This is an optimization exercise on Yosys and OpenROAD, whose aim is small area, not a production implementation.
In this exercise RTL edits were held to simulation tests only and were not proved equivalent to the original.
The clock input has no modelled driver; a real chip could not lean on it and would need a root buffer or a full tree.
No activity file was given, so power comes from the tool's default toggle rates.

==> flow/design.v <==
module ROM (
    input  [4:0] address,
    output [3:0] data
);
    localparam [127:0] TABLE = 128'h65321100011235679acdeefffeedca98;
    assign data = TABLE >> {address, 2'b00};
endmodule
module LEDROM (
    input  [4:0] address,
    output [3:0] code
);
    localparam [127:0] TABLE = 128'h22100088800012234456667776665443;
    assign code = TABLE >> {address, 2'b00};
endmodule
module CLK_DIV #(
    parameter N     = 11,
    parameter TAPS  = 11'h401,
    parameter START = 11'h0,
    parameter DMASK = 11'h7ff,
    parameter DVAL  = 11'h0
) (
    input  clk,
    input  rst,
    output term
);
    localparam [N-1:0] P = {N{2'b10}};
    reg [N-1:0] s;
    assign term = (s & DMASK) == ((DVAL ^ P) & DMASK);
    wire fb = ~^(s & TAPS) ^ (^(P & TAPS));
    always @(posedge clk)
        if (rst | term) s <= START ^ P;
        else            s <= {~s[N-2:0], fb};
endmodule
module CLK_DIV2 (
    input  clk,
    input  rst,
    output reg [4:0] q
);
    always @(posedge clk)
        if (rst) q <= 5'h0;
        else     q <= q + 5'h1;
endmodule
module MAIN(
    input c,
    input d,
    input e,
    input clk,
    input rst,
    output [3:0] data,
    output [7:0] ledsx,
    output [7:0] ledsy
);
    wire [4:0] t32;
    wire       end37, end665, end15625, end1493;
    CLK_DIV2 m32(.clk(clk), .rst(rst), .q(t32));
    CLK_DIV #(.N(6),  .TAPS(6'h21),     .START(6'h3E),     .DMASK(6'h07),     .DVAL(6'h07))
        m37   (.clk(clk), .rst(rst), .term(end37));
    CLK_DIV #(.N(10), .TAPS(10'h204),   .START(10'h338),   .DMASK(10'h137),   .DVAL(10'h136))
        m665  (.clk(clk), .rst(rst), .term(end665));
    CLK_DIV #(.N(14), .TAPS(14'h2205),  .START(14'h07CD),  .DMASK(14'h0FFF),  .DVAL(14'h03E7))
        m15625(.clk(clk), .rst(rst), .term(end15625));
    CLK_DIV #(.N(11), .TAPS(11'h401),   .START(11'h0AA),   .DMASK(11'h0FF),   .DVAL(11'h0FF))
        m1493 (.clk(clk), .rst(rst), .term(end1493));
    wire t31 = &t32;
    reg fc, fd, fe, s;
    always @(posedge clk)
        if (rst) begin
            fc <= 1'b0; fd <= 1'b0; fe <= 1'b0; s <= 1'b0;
        end else begin
            fc <= fc ^ end1493;
            fd <= fd ^ (t32[0] & end665);
            fe <= fe ^ (t31 & end37);
            s  <= s  ^ (t31 & end15625);
        end
    wire t  = c ? fc : d ? fd : e ? fe : 1'b0;
    wire t2 = (c | d | e) & s;
    reg tq, t2q;
    always @(posedge clk)
        if (rst) begin
            tq <= 1'b0; t2q <= 1'b0;
        end else begin
            tq <= t; t2q <= t2;
        end
    wire rise  = t & ~tq;
    wire rise2 = t2 & ~t2q;
    reg [4:0] address, address2;
    always @(posedge clk)
        if (rst) begin
            address <= 5'h0; address2 <= 5'h0;
        end else begin
            if (rise)  address  <= address + 5'h1;
            if (rise2) address2 <= address2 + 5'h1;
        end
    ROM vrom(.address(address), .data(data));
    wire [3:0] code;
    LEDROM vrom2(.address(address2), .code(code));
    reg z, posi;
    reg [2:0] k;
    always @(posedge clk)
        if (rst) begin
            z <= 1'b1; posi <= 1'b0;
        end else if (rise) begin
            if (code[3]) begin
                if (posi) z <= 1'b1;
            end else begin
                z <= 1'b0;
                k <= code[2:0];
                if (&code[2:0]) posi <= ~posi;
            end
        end
    wire       m = posi ^ (&k);
    wire [2:0] j = k ^ {3{m}};
    genvar i;
    generate
        for (i = 0; i < 8; i = i + 1) begin : g
            assign ledsx[7-i] = ~z & (k >= i);
            assign ledsy[i]   = ~z & (j != i);
        end
    endgenerate
endmodule
clock: 5.0 ns
lec_check: 0
cap_margin: 20
core_margin: 2
core_utilization: 40
slew_margin: 20
standard.sh (not shown) runs the stock make flow with config.mk's settings and CLKGATE_MAP_FILE= SYNTH_SCRIPT=/design/flow/synth_recipe.tcl, a recipe that flattens the netlist after the stock synthesis.
==> flow/flow/run.sh <==
#!/bin/bash
# Standard synthesis, then an area-oriented remap of the combinational
# logic (registers untouched), then the standard layout with small port
# buffers and a lighter clock tree.
set -euo pipefail
HERE=$(pwd)
LIB=$FLOW_HOME/platforms/$FLOW_PLATFORM/lib/sky130_fd_sc_hd__tt_025C_1v80.lib
RES=$HERE/orfs/results/$FLOW_PLATFORM/MAIN/base

bash standard.sh synth > make_synth.log 2>&1

cp $RES/1_2_yosys.v $HERE/std_synth.v
DU=$(sed 's/^/-dont_use /' flow/dont_use.txt | tr '\n' ' ')
cat > reopt.ys <<EOS
read_liberty -ignore_miss_func $LIB
setattr -mod -set keep_hierarchy 1 sky130_fd_sc_hd__dfxtp_1 sky130_fd_sc_hd__edfxtp_1
read_verilog $HERE/std_synth.v
hierarchy -top $FLOW_TOP
flatten
opt -purge
abc -liberty $LIB $DU -script $HERE/flow/reopt.abc
opt_clean -purge
setundef -zero
hilomap -singleton -hicell sky130_fd_sc_hd__conb_1 HI -locell sky130_fd_sc_hd__conb_1 LO
insbuf -buf sky130_fd_sc_hd__buf_1 A X
splitnets
opt_clean -purge
stat -liberty $LIB
select $FLOW_TOP
write_verilog -noattr -nohex -nodec -selected $HERE/reopt.v
EOS
yosys -l reopt_yosys.log -s reopt.ys > /dev/null 2>&1
cp $HERE/reopt.v $RES/1_2_yosys.v
rm -f $RES/1_synth.odb $RES/1_synth.sdc

export BUFFER_PORTS_ARGS="-buffer_cell sky130_fd_sc_hd__buf_1"
export CTS_ARGS="${CTS_ARGS_OVERRIDE:--sink_clustering_enable -repair_clock_nets -dont_use_dummy_load -buf_list sky130_fd_sc_hd__clkbuf_4}"
bash standard.sh > make_layout.log 2>&1
==> flow/flow/reopt.abc <==
strash
dc2
dch -f
map -a
strash
dch -f
map -a
topo
Other scripts of this flow, unchanged in this note and not shown: flow/flow/dont_use.txt
Next try:
--- a/flow/flow/run.sh
+++ b/flow/flow/run.sh
@@ -37 +37 @@
-export CTS_ARGS="${CTS_ARGS_OVERRIDE:--sink_clustering_enable -repair_clock_nets -dont_use_dummy_load -buf_list sky130_fd_sc_hd__clkbuf_4}"
+export CTS_ARGS="$(cat flow/cts_args.txt)"
==> flow/flow/cts_args.txt (new file) <==
-sink_clustering_enable -repair_clock_nets -dont_use_dummy_load -buf_list sky130_fd_sc_hd__clkbuf_8 -sink_clustering_size 35
=> The changed run went through all stages and came out clean. Critical path depth stays the same. Power goes up by 10%. Via count came out higher by 0.47%. Die area stays the same. Final cell count stays the same. Clock-buffer cell count stays the same. First-iteration DRC count rises by 6.8%. Register-to-register slack barely changes. Worst setup slack is better by 0.071 ns. Wire length grows by 0.70%.
Next try:
--- a/flow/flow/run.sh
+++ b/flow/flow/run.sh
@@ -37 +37,3 @@
-export CTS_ARGS="$(cat flow/cts_args.txt)"
+export PRE_CTS_TCL=$HERE/flow/manual_cts.tcl
+export MANUAL_CTS_BUF=$(cat flow/cts_buf.txt)
+export MANUAL_CTS_N=$(cat flow/cts_n.txt)
==> flow/flow/cts_buf.txt (new file) <==
sky130_fd_sc_hd__clkbuf_8
==> flow/flow/cts_n.txt (new file) <==
4
==> flow/flow/manual_cts.tcl (new file) <==
# Clock buffering in place of TritonCTS: the register clock pins are split
# into MANUAL_CTS_N groups by position (k-means); one clock buffer, placed at
# the centre of its group, drives each group straight from the clock port.
set block [ord::get_db_block]
set db [ord::get_db]
set master [$db findMaster $::env(MANUAL_CTS_BUF)]
set k $::env(MANUAL_CTS_N)
set clk_net [$block findNet clk]
set sinks [$clk_net getITerms]
set pts {}
foreach it $sinks {
  set b [[$it getInst] getBBox]
  lappend pts [list [expr {([$b xMin] + [$b xMax]) / 2}] [expr {([$b yMin] + [$b yMax]) / 2}]]
}
set n [llength $pts]
# initial centres: spread along the sinks sorted by x
set order [lsort -integer -index 0 [lmap p $pts {set p}]]
set cs {}
for {set i 0} {$i < $k} {incr i} {
  lappend cs [lindex $order [expr {int(($i + 0.5) * $n / $k)}]]
}
for {set iter 0} {$iter < 50} {incr iter} {
  set asg {}
  foreach p $pts {
    set best 0; set bd -1
    for {set i 0} {$i < $k} {incr i} {
      set c [lindex $cs $i]
      set d [expr {abs([lindex $p 0] - [lindex $c 0]) + abs([lindex $p 1] - [lindex $c 1])}]
      if {$bd < 0 || $d < $bd} { set bd $d; set best $i }
    }
    lappend asg $best
  }
  set ncs {}
  for {set i 0} {$i < $k} {incr i} {
    set sx 0; set sy 0; set m 0
    foreach p $pts a $asg {
      if {$a == $i} { set sx [expr {$sx + [lindex $p 0]}]; set sy [expr {$sy + [lindex $p 1]}]; incr m }
    }
    if {$m > 0} { lappend ncs [list [expr {$sx / $m}] [expr {$sy / $m}]] } else { lappend ncs [lindex $cs $i] }
  }
  set cs $ncs
}
for {set i 0} {$i < $k} {incr i} {
  set buf [odb::dbInst_create $block $master clkbuf_leaf_$i]
  set bnet [odb::dbNet_create $block clknet_leaf_$i]
  $bnet setSigType CLOCK
  set m 0
  foreach it $sinks a $asg {
    if {$a == $i} { $it disconnect; $it connect $bnet; incr m }
  }
  [$buf findITerm A] connect $clk_net
  [$buf findITerm X] connect $bnet
  set c [lindex $cs $i]
  $buf setLocation [lindex $c 0] [lindex $c 1]
  $buf setPlacementStatus PLACED
  puts "manual clock buffer $i: $m sinks at $c"
}
global_connect
rename ::clock_tree_synthesis ::clock_tree_synthesis_unused
proc ::clock_tree_synthesis {args} { puts "clock_tree_synthesis skipped: clock buffered by hand" }
removed: flow/flow/cts_args.txt
The new run passed the timing, design-rule and antenna checks.
Global-route usage shrinks by 1.6 points.
Sequential share of layout area grows by 1.3 points.
Cell area shrinks by about 2.5%.
Clock skew grows by 0.0071 ns.
Clock power shrinks by 39%.
Register-to-register slack loses 0.02 ns.
Fmax grows by about 7%.
Next try:
==> flow/flow/cts_n.txt (replaced) <==
3
Result:
- The changed run produced a clean layout
- cell count hardly moves
- die area stays the same
- worst setup slack gets worse by 0.044 ns
Next try:
--- a/flow/flow/run.sh
+++ b/flow/flow/run.sh
@@ -3,2 +3,2 @@
-# logic (registers untouched), then the standard layout with small port
-# buffers and a lighter clock tree.
+# logic (registers untouched, proven equivalent), then the standard layout
+# with small port buffers and a hand-built clock buffer level.
@@ -10,0 +11 @@
+cp $RES/1_2_yosys.v $HERE/std_synth.v
@@ -12 +12,0 @@
-cp $RES/1_2_yosys.v $HERE/std_synth.v
@@ -14 +14,4 @@
-cat > reopt.ys <<EOS
+best=$HERE/std_synth.v
+best_area=1e9
+for s in a b; do
+  cat > reopt_$s.ys <<EOS
@@ -21 +24 @@
-abc -liberty $LIB $DU -script $HERE/flow/reopt.abc
+abc -liberty $LIB $DU -script $HERE/flow/reopt_$s.abc
@@ -28 +31 @@
-stat -liberty $LIB
+tee -o $HERE/reopt_${s}_stat.txt stat -liberty $LIB
@@ -30 +33 @@
-write_verilog -noattr -nohex -nodec -selected $HERE/reopt.v
+write_verilog -noattr -nohex -nodec -selected $HERE/reopt_$s.v
@@ -32,2 +35,28 @@
-yosys -l reopt_yosys.log -s reopt.ys > /dev/null 2>&1
-cp $HERE/reopt.v $RES/1_2_yosys.v
+  yosys -l reopt_${s}_yosys.log -s reopt_$s.ys > /dev/null 2>&1 || continue
+  cat > equiv_$s.ys <<EOS
+read_liberty -ignore_miss_func $LIB
+read_verilog $HERE/std_synth.v
+rename $FLOW_TOP gold
+read_verilog $HERE/reopt_$s.v
+rename $FLOW_TOP gate
+flatten
+opt_clean -purge
+rename -hide w:_*
+rename -hide w:\\\\_*
+async2sync
+equiv_make gold gate eq
+hierarchy -top eq
+equiv_simple -seq 2
+equiv_induct -seq 2
+equiv_status -assert
+EOS
+  if yosys -l equiv_${s}_yosys.log -s equiv_$s.ys > /dev/null 2>&1; then
+    a=$(grep "Chip area for module '.$FLOW_TOP'" reopt_${s}_stat.txt | awk '{print $NF}')
+    echo "remap $s: area $a, proven equivalent" >> reopt_choice.log
+    if awk "BEGIN{exit !($a < $best_area)}"; then best=$HERE/reopt_$s.v; best_area=$a; fi
+  else
+    echo "remap $s: equivalence not proven, not used" >> reopt_choice.log
+  fi
+done
+echo "using $best" >> reopt_choice.log
+cp $best $RES/1_2_yosys.v
@@ -38,2 +67,2 @@
-export MANUAL_CTS_BUF=$(cat flow/cts_buf.txt)
-export MANUAL_CTS_N=$(cat flow/cts_n.txt)
+export MANUAL_CTS_BUF=sky130_fd_sc_hd__clkbuf_8
+export MANUAL_CTS_N=4
==> flow/flow/reopt_a.abc (new file) <==
strash
&get -n
&deepsyn -T 60
&put
dch -f
amap
topo
==> flow/flow/reopt_b.abc (new file) <==
strash
dc2
dch -f
map -a
strash
dch -f
map -a
topo
removed: flow/flow/cts_buf.txt
removed: flow/flow/cts_n.txt
removed: flow/flow/reopt.abc
Outcome: Wire length goes down by 2.6%; sequential power goes down by about 2%; core utilization goes up by 0.96 points; sequential share of layout area goes up by 1.7 points; via count goes down by 2.0%; die area goes down by 3.8%; total power goes down by 3.2%; setup slack loses 0.083 ns; final area goes down by 3.3%.
Next try:
--- a/flow/flow/manual_cts.tcl
+++ b/flow/flow/manual_cts.tcl
@@ -2 +2 @@
-# into MANUAL_CTS_N groups by position (k-means); one clock buffer, placed at
+# into MANUAL_CTS_N groups of equal size by position (balanced k-means); one clock buffer, placed at
@@ -21,0 +22 @@
+set cap [expr {($n + $k - 1) / $k}]
@@ -23 +24,4 @@
-  set asg {}
+  # balanced assignment: sink-centre pairs in order of distance, each
+  # centre taking at most cap sinks
+  set pairs {}
+  set pi 0
@@ -25 +28,0 @@
-    set best 0; set bd -1
@@ -28,2 +31 @@
-      set d [expr {abs([lindex $p 0] - [lindex $c 0]) + abs([lindex $p 1] - [lindex $c 1])}]
-      if {$bd < 0 || $d < $bd} { set bd $d; set best $i }
+      lappend pairs [list [expr {abs([lindex $p 0] - [lindex $c 0]) + abs([lindex $p 1] - [lindex $c 1])}] $pi $i]
@@ -31 +33,9 @@
-    lappend asg $best
+    incr pi
+  }
+  set asg [lrepeat $n -1]
+  set cnt [lrepeat $k 0]
+  foreach pr [lsort -integer -index 0 $pairs] {
+    lassign $pr d pi i
+    if {[lindex $asg $pi] >= 0 || [lindex $cnt $i] >= $cap} continue
+    lset asg $pi $i
+    lset cnt $i [expr {[lindex $cnt $i] + 1}]
What happened:
- die area stays the same
- wire length climbs by 1.1%
- register-to-register slack hardly moves
- area after synthesis does not change
- setup slack gets worse by 0.010 ns
- sequential share of layout area does not change
- power rises by about 0.3%
- global-route usage stays flat
- first-iteration DRC count goes up by 24%
In the third, fourth, fifth and sixth runs of this note the design's own scripts or RTL, not TritonCTS, make the clock network.

========
RTL: the design.v shown in full above, as it stands there.
Settings: LEC_CHECK=0, CAP_MARGIN=20, CORE_MARGIN=2, CORE_UTILIZATION=40, SLEW_MARGIN=20; clock period 5.0 ns.
==> flow/flow/run.sh <==
#!/bin/bash
# Standard synthesis, then an area-oriented remap of the combinational
# logic (registers untouched), then the standard layout with small port
# buffers and a lighter clock tree.
set -euo pipefail
HERE=$(pwd)
LIB=$FLOW_HOME/platforms/$FLOW_PLATFORM/lib/sky130_fd_sc_hd__tt_025C_1v80.lib
RES=$HERE/orfs/results/$FLOW_PLATFORM/MAIN/base

bash standard.sh synth > make_synth.log 2>&1

cp $RES/1_2_yosys.v $HERE/std_synth.v
DU=$(sed 's/^/-dont_use /' flow/dont_use.txt | tr '\n' ' ')
cat > reopt.ys <<EOS
read_liberty -ignore_miss_func $LIB
setattr -mod -set keep_hierarchy 1 sky130_fd_sc_hd__dfxtp_1 sky130_fd_sc_hd__edfxtp_1
read_verilog $HERE/std_synth.v
hierarchy -top $FLOW_TOP
flatten
opt -purge
abc -liberty $LIB $DU -script $HERE/flow/reopt.abc
opt_clean -purge
setundef -zero
hilomap -singleton -hicell sky130_fd_sc_hd__conb_1 HI -locell sky130_fd_sc_hd__conb_1 LO
insbuf -buf sky130_fd_sc_hd__buf_1 A X
splitnets
opt_clean -purge
stat -liberty $LIB
select $FLOW_TOP
write_verilog -noattr -nohex -nodec -selected $HERE/reopt.v
EOS
yosys -l reopt_yosys.log -s reopt.ys > /dev/null 2>&1
cp $HERE/reopt.v $RES/1_2_yosys.v
rm -f $RES/1_synth.odb $RES/1_synth.sdc

export BUFFER_PORTS_ARGS="-buffer_cell sky130_fd_sc_hd__buf_1"
export CTS_ARGS="$(cat flow/cts_args.txt)"
bash standard.sh > make_layout.log 2>&1
==> flow/flow/cts_args.txt <==
-sink_clustering_enable -repair_clock_nets -dont_use_dummy_load -buf_list sky130_fd_sc_hd__clkbuf_16 -root_buf sky130_fd_sc_hd__clkbuf_16 -sink_clustering_size 70 -sink_clustering_max_diameter 500
Other scripts of this flow, unchanged in this note and not shown: flow/flow/dont_use.txt, flow/flow/reopt.abc
Then changed:
==> flow/flow/cts_args.txt (replaced) <==
-sink_clustering_enable -repair_clock_nets -dont_use_dummy_load -buf_list sky130_fd_sc_hd__clkbuf_4
Effect: Routed wire length is about the same; synthesized cell count is unchanged; global-route usage stays flat; count of clock-buffer cells in the layout stays the same; sequential cell count stays the same; clock power went down by well over a third; utilization went down by 2.7 points; total power went down by a quarter to a third; area after synthesis is unchanged; worst hold slack barely changes.

port drivers added, routing unchanged:
In the flow no input, the clock included, has a driving cell. The finished layouts below were timed again as built, in two steps. Step 1 sets driving cells, clkbuf_16 on the clock port and buf_2 on the other inputs (assumed; they add their load-dependent delay and slew). Step 2 times the ports against the registers' clock, not the clock port: input delays grow and output delays shrink by t, the midpoint of the rising clock arrivals with the driver on. Slacks: ideal / step 1 / step 2; pairs: ideal / step 1.
run	t (ns)	setup slack, ns	hold slack, ns	latest minus earliest clock arrival (ns)
the first run of note 1	0.411	2.255 / 2.232 / 2.389	0.364 / 0.364 / 0.364	0.022 / 0.022
the second run of note 1	0.350	2.326 / 2.300 / 2.375	0.363 / 0.363 / 0.363	0.013 / 0.013
the third run of note 1	0.209	2.497 / 2.439 / 2.376	0.376 / 0.376 / 0.376	0.021 / 0.021
the fourth run of note 1	0.218	2.453 / 2.406 / 2.377	0.384 / 0.384 / 0.384	0.009 / 0.009
the fifth run of note 1	0.212	2.370 / 2.317 / 2.468	0.332 / 0.332 / 0.332	0.035 / 0.035
the sixth run of note 1	0.208	2.360 / 2.306 / 2.495	0.369 / 0.369 / 0.369	0.008 / 0.009
the first run of note 2	0.346	2.344 / 2.314 / 2.366	0.362 / 0.362 / 0.362	0.009 / 0.009
the second run of note 2	0.411	2.255 / 2.232 / 2.389	0.364 / 0.364 / 0.364	0.022 / 0.022
After both steps every run listed still meets setup and hold. The setup slack of the third run of note 1, which loses most, moves by -0.058 ns with the drivers and by -0.121 ns with both steps.
